Background: an optimization exercise with open tools, aiming at small area and a short achievable clock period. Do not read the settings as production practice. Function was checked by simulation only, so behaviour that the tests miss may differ from the original. Power and IR drop assume default switching activity.

// PCPU
module PCPU(
	input clock,
	input [15:0] d_datain,
	input enable,
	input [15:0] i_datain,
	input reset,
	input [3:0] select_y,
	input start,
	output [7:0] d_addr,
	output [15:0] d_dataout,
	output d_we,
	output [7:0] i_addr,
	output [15:0] y,
	input show_gr
);
Size: about 1900 cells after synthesis, about 280 flip-flops, roughly 90 I/O pins.
clock: 7.5 ns
lec_check: 0
cap_margin: 20
core_margin: 2
core_utilization: 50
cts_buf_list: sky130_fd_sc_hd__clkbuf_16
cts_cluster_diameter: 80
cts_cluster_size: 24
setup_slack_margin: 3.4
slew_margin: 20
tns_end_percent: 20
standard.sh (not shown) runs the stock make flow with config.mk's settings and CLKGATE_MAP_FILE= SYNTH_SCRIPT=/design/flow/synth_recipe.tcl, a recipe that flattens the netlist after the stock synthesis.
==> flow/flow/run.sh <==
#!/bin/bash
# Layout: the standard flow (standard.sh: standard synthesis, floorplan,
# placement, CTS, routing), unchanged except that the port buffers are
# made from sky130_fd_sc_hd__buf_1 rather than ORFS's default delay-buffer
# cell; every port still gets its buffer, and the resizer upsizes the ones
# timing needs. The make output goes to standard.log here; the tools' own
# logs are under orfs/logs/.
set -euo pipefail
export BUFFER_PORTS_ARGS="-buffer_cell sky130_fd_sc_hd__buf_1"
bash standard.sh > standard.log 2>&1
==> next run, changes <==
--- a/flow/config.mk
+++ b/flow/config.mk
@@ -11,4 +11,4 @@
-export CTS_BUF_LIST = sky130_fd_sc_hd__clkbuf_16
-export CTS_CLUSTER_DIAMETER = 80
-export CTS_CLUSTER_SIZE = 24
-export SETUP_SLACK_MARGIN = 3.4
+export CTS_BUF_LIST = sky130_fd_sc_hd__clkbuf_8
+export CTS_CLUSTER_DIAMETER = 50
+export CTS_CLUSTER_SIZE = 16
+export SETUP_SLACK_MARGIN = 3.2
What happened:
- non-clock buffer count goes down by 12
- critical path depth goes down by 1
- utilization goes down by 0.24 points
- design area goes down slightly
- power barely changes
- via count barely changes
- wire length goes down slightly
- final cell count goes up slightly
- clock-buffer cell count goes up by 15
- synthesized area is unchanged

========
== ember ==
The RTL this note starts from:
==> flow/design.v <==
`timescale 1ns / 1ps
module ALU(
	input [4:0] op,
	input cf,
	input [15:0] operandA,
	input [15:0] operandB,
	output reg [15:0] ALUo,
	output cout
);
	wire is_sub  = op == 5'b01010 || op == 5'b01011 || op == 5'b01100 || op == 5'b10010;
	wire is_arith = op == 5'b00010 || op == 5'b00011 || op == 5'b10000 ||
		op == 5'b01000 || op == 5'b01001 || op == 5'b10001 || is_sub ||
		op[4:1] == 4'b1101 || op[4:2] == 3'b111;
	wire cin = op == 5'b10001 ? cf :
		op == 5'b10010 ? !cf : is_sub;
	wire [15:0] bx = operandB ^ {16{is_sub}};
	wire [17:0] s = {1'b0, operandA, 1'b1} + {1'b0, bx, cin};
	wire [15:0] sum = s[16:1];
	assign cout = s[17] ^ is_sub;
	wire [3:0] sh = operandB[3:0];
	wire [15:0] shl = operandA << sh;
	wire [15:0] shr = $signed({op == 5'b00111 && operandA[15], operandA}) >>> sh;
	always @(*) begin
		case (op)
			5'b01101: ALUo = operandA & operandB;
			5'b01111: ALUo = operandA ^ operandB;
			5'b10011: ALUo = ~operandA;
			5'b00100: ALUo = shl;
			5'b00110: ALUo = {operandA[15], shl[14:0]};
			5'b00101, 5'b00111: ALUo = shr;
			default: ALUo = is_arith ? sum : (operandA | operandB);
		endcase
	end
endmodule
`timescale 1ns / 1ps
module PCPU(
	input clock,
	input [15:0] d_datain,
	input enable,
	input [15:0] i_datain,
	input reset,
	input [3:0] select_y,
	input start,
	output [7:0] d_addr,
	output [15:0] d_dataout,
	output d_we,
	output [7:0] i_addr,
	output reg [15:0] y,
	input show_gr
);
	reg [7:0] pc;
	reg [15:0] id_ir;
	reg [4:0] ex_op, mem_op;
	reg [2:0] ex_r1, mem_r1, wb_r1;
	reg wb_halt, wb_we, wb_fw;	 
	reg [15:0] reg_A, reg_B, reg_C, reg_C1;
	reg [15:0] smdr, smdr1;
	reg [2:0] flags;  
	reg dw;
	reg state;
	reg [15:0] gr[0:7];
	wire run = state == 1'b1;
	assign d_dataout = smdr1;
	assign d_we = dw;
	assign d_addr = reg_C[7:0];
	assign i_addr = pc;
	always @(posedge clock) begin
		if (reset)
			state <= 1'b0;
		else if (state == 1'b0)
			state <= enable && start;
		else
			state <= enable && !wb_halt;
	end
	function fwd_op(input [4:0] op);
		fwd_op = op == 5'b00010 || op[4:2] == 3'b001 ||
			(op[4:3] == 2'b01 && op != 5'b01100) || op[4:2] == 3'b100;
	endfunction
	always @(posedge clock or posedge reset) begin
		if (reset) begin
			gr[0] <= 0; gr[1] <= 0; gr[2] <= 0; gr[3] <= 0;
			gr[4] <= 0; gr[5] <= 0; gr[6] <= 0; gr[7] <= 0;
		end else if (run && wb_we) begin
			gr[wb_r1] <= reg_C1;
		end
	end
	wire [4:0] id_op = id_ir[15:11];
	wire [2:0] id_r1 = id_ir[10:8];
	wire [4:0] pk_op = i_datain[15:11];
	wire pk_rr = pk_op == 5'b01000 || pk_op == 5'b10001 || pk_op == 5'b01010 ||
		pk_op == 5'b10010 || pk_op[4:2] == 3'b011;
	wire pk_a_r1 = pk_op == 5'b10000 || pk_op == 5'b01001 || pk_op == 5'b01011 ||
		pk_op == 5'b11001 || pk_op[4:1] == 4'b1101 || pk_op[4:2] == 3'b111;
	wire pk_a_none = pk_op[4:1] == 4'b0000 || pk_op == 5'b11000 ||
		pk_op[4:2] == 3'b101;
	wire [2:0] pk_ra = pk_a_r1 ? i_datain[10:8] : i_datain[6:4];
	wire miss = id_op == 5'b00010 &&
		((!pk_a_none && id_r1 == pk_ra) || (pk_rr && id_r1 == i_datain[2:0]));
	reg pc_jump;
	always @(*) begin
		case (mem_op)
			5'b11000, 5'b11001: pc_jump = 1'b1;
			5'b11010:  pc_jump = flags[1];
			5'b11011: pc_jump = !flags[1];
			5'b11100:  pc_jump = flags[2];
			5'b11101: pc_jump = !flags[2];
			5'b11110:  pc_jump = flags[0];
			5'b11111: pc_jump = !flags[0];
			default: pc_jump = 1'b0;
		endcase
	end
	always @(posedge clock or posedge reset) begin
		if (reset) begin
			id_ir <= 16'd0;
			pc <= 8'd0;
		end else if (run) begin
			id_ir <= (pc_jump || miss) ? 16'd0 : i_datain;
			if (pc_jump)
				pc <= reg_C[7:0];
			else if (!wb_halt && !miss)
				pc <= pc + 8'd1;
		end
	end
	wire [15:0] w_ALUo;
	wire w_cout;
	wire id_store = id_op == 5'b00011;
	wire id_rr = id_op == 5'b01000 || id_op == 5'b10001 || id_op == 5'b01010 ||
		id_op == 5'b10010 || id_op[4:2] == 3'b011;
	wire id_a_r1 = id_op == 5'b10000 || id_op == 5'b01001 || id_op == 5'b01011 ||
		id_op == 5'b11001 || id_op[4:1] == 4'b1101 || id_op[4:2] == 3'b111;
	wire id_a_none = id_op[4:1] == 4'b0000 || id_op == 5'b11000 ||
		id_op[4:2] == 3'b101;
	wire id_b_imm = id_op == 5'b11000 || id_op == 5'b10100 || id_op == 5'b01001 ||
		id_op == 5'b01011 || id_op == 5'b11001 || id_op[4:1] == 4'b1101 ||
		id_op[4:2] == 3'b111;
	wire id_b_himm = id_op == 5'b10000;
	wire id_b_val3 = id_op[4:2] == 3'b001 || id_op[4:1] == 4'b0001;
	wire [2:0] ra = id_a_r1 ? id_r1 : id_ir[6:4];
	wire [2:0] rb = id_store ? id_r1 : id_ir[2:0];
	wire ex_fw = fwd_op(ex_op);
	wire mem_fw = fwd_op(mem_op);
	wire mem_load = mem_op == 5'b00010;
	wire a_ex = ex_fw && ra == ex_r1;
	wire a_mem = mem_fw && ra == mem_r1;
	wire a_wb = wb_fw && ra == wb_r1;
	wire b_ex = ex_fw && rb == ex_r1;
	wire b_mem = mem_fw && rb == mem_r1;
	wire b_wb = wb_fw && rb == wb_r1;
	wire [15:0] fwd_a = a_ex ? w_ALUo :
		a_mem ? (mem_load ? d_datain : reg_C) :
		a_wb ? reg_C1 : gr[ra];
	wire [15:0] fwd_b = b_ex ? w_ALUo :
		b_mem ? ((mem_load && !id_store) ? d_datain : reg_C) :
		b_wb ? reg_C1 : gr[rb];
	always @(posedge clock or posedge reset) begin
		if (reset) begin
			ex_op <= 5'b00000;
			ex_r1 <= 3'd0;
			reg_A <= 16'd0;
			reg_B <= 16'd0;
		end else if (run) begin
			ex_op <= pc_jump ? 5'b00000 : id_op;
			ex_r1 <= id_r1;
			reg_A <= id_a_none ? 16'd0 : fwd_a;
			reg_B <= id_rr ? fwd_b :
				id_b_imm ? {8'd0, id_ir[7:0]} :
				id_b_himm ? {id_ir[7:0], 8'd0} :
				id_b_val3 ? {12'd0, id_ir[3:0]} : 16'd0;
		end
	end
	always @(posedge clock) begin
		if (run)
			smdr <= fwd_b;
	end
	ALU alu(
		.op(ex_op),
		.cf(flags[0]),
		.operandA(reg_A),
		.operandB(reg_B),
		.ALUo(w_ALUo),
		.cout(w_cout)
	);
	wire ex_store = ex_op == 5'b00011;
	wire strAfterLd = ex_store && mem_load && ex_r1 == mem_r1;
	wire updateZFNF = !(ex_op[4:1] == 4'b1101 || ex_op[4:2] == 3'b111);
	wire updateCF = ex_op[4:2] == 3'b010 || ex_op == 5'b10001 || ex_op == 5'b10010;
	wire dwCondition = mem_op != 5'b00001 && !wb_halt && !pc_jump && ex_store;
	always @(posedge clock or posedge reset) begin
		if (reset) begin
			mem_op <= 5'b00000;
			mem_r1 <= 3'd0;
			reg_C <= 16'd0;
			flags <= 3'd0;
			dw <= 1'b0;
		end else if (run) begin
			mem_op <= pc_jump ? 5'b00000 : ex_op;
			mem_r1 <= ex_r1;
			reg_C <= w_ALUo;
			if (updateZFNF) begin
				flags[2] <= w_ALUo[15];
				flags[1] <= w_ALUo == 16'd0;
				if (updateCF)
					flags[0] <= w_cout;
			end
			dw <= dwCondition;
		end
	end
	always @(posedge clock) begin
		if (run)
			smdr1 <= strAfterLd ? d_datain : smdr;
	end
	wire mem_we = fwd_op(mem_op) || mem_op == 5'b10100;
	always @(posedge clock or posedge reset) begin
		if (reset) begin
			wb_halt <= 1'b0;
			wb_we <= 1'b0;
			wb_fw <= 1'b0;
			wb_r1 <= 3'd0;
		end else if (run && !wb_halt) begin
			wb_halt <= !pc_jump && mem_op == 5'b00001;
			wb_we <= !pc_jump && mem_we;
			wb_fw <= !pc_jump && mem_fw;
			wb_r1 <= mem_r1;
		end
	end
	always @(posedge clock) begin
		if (run)
			reg_C1 <= mem_load ? d_datain : reg_C;
	end
	always @(*) begin
		if (show_gr)
			y = gr[select_y[2:0]];
		else
			y = {8'd0, pc};
	end
endmodule
make LEC_CHECK=0 CAP_MARGIN=20 CORE_MARGIN=2 CORE_UTILIZATION=40 SLEW_MARGIN=20 finish   # period 7.5 ns
run.sh (not shown) runs the stock make flow with config.mk's settings and CLKGATE_MAP_FILE= SYNTH_SCRIPT=/design/flow/synth_recipe.tcl, a recipe that flattens the netlist after the stock synthesis.
Stock flow here: none of the scripts above is used.
Inputs modified between ember and pepper:
diff --git a/flow/config.mk b/flow/config.mk
--- a/flow/config.mk
+++ b/flow/config.mk
@@ -10,2 +10,3 @@
 export CORE_UTILIZATION = 40
+export SETUP_SLACK_MARGIN = 3.5
 export SLEW_MARGIN = 20
Notes after the runs:
Diff pepper and ember: cell depth of the worst flop-to-flop path lower in ember
ember was smaller in final cell area than pepper.
On worst hold-check slack, pepper and ember are basically level.
Going from ember to pepper, via count now larger, final cell count now larger, total length of routed wires shows an increase of 7500 um, portion of total power attributed to the clock network went down 1.6 points, total design power climbed 980 uW.
Run comparison: pepper endpoint of the most critical setup path y[6]; ember endpoint of the most critical setup path y[1]
Summary of pepper over ember: utilization +4.0 points, fraction of final layout cells sized beyond drive strength 1 shows an increase of 11 points, final worst-path cycle share lost 20 points.

[re-timing with driven ports]
The flow's constraints put no driver on any port. The routed layouts listed below were extracted and timed again, unchanged, in two steps.
Step 1 assumes that a clkbuf_16 drives the clock port and a buf_2 every other input.
Step 2 moves the port delays by t, midway between the first and last clock arrival at a register: inputs arrive t later, outputs are due t later. That takes back most of the time a late clock gives input paths.
Slacks: no drivers / after step 1 / after step 2; pairs: no drivers / after step 1.
run	t, ns	slack for setup (ns)	hold WS [ns]	worst setup path after step 2	latest minus earliest clock arrival (ns)
the first run of note 1	0.582	3.180 / 3.136 / 3.136	0.486 / 0.486 / 0.486	input to output	0.028 / 0.028
the second run of note 1	0.645	3.164 / 3.143 / 3.143	0.488 / 0.488 / 0.488	input to output	0.043 / 0.043
ember	0.639	1.465 / 1.439 / 1.439	0.505 / 0.505 / 0.505	input to output	0.017 / 0.017
pepper	0.610	2.939 / 2.875 / 2.875	0.504 / 0.504 / 0.504	input to output	0.034 / 0.034
After both steps setup and hold are still met in every run listed. The setup slack of pepper, which loses most, moves by -0.064 ns with the drivers and by -0.064 ns with both steps.
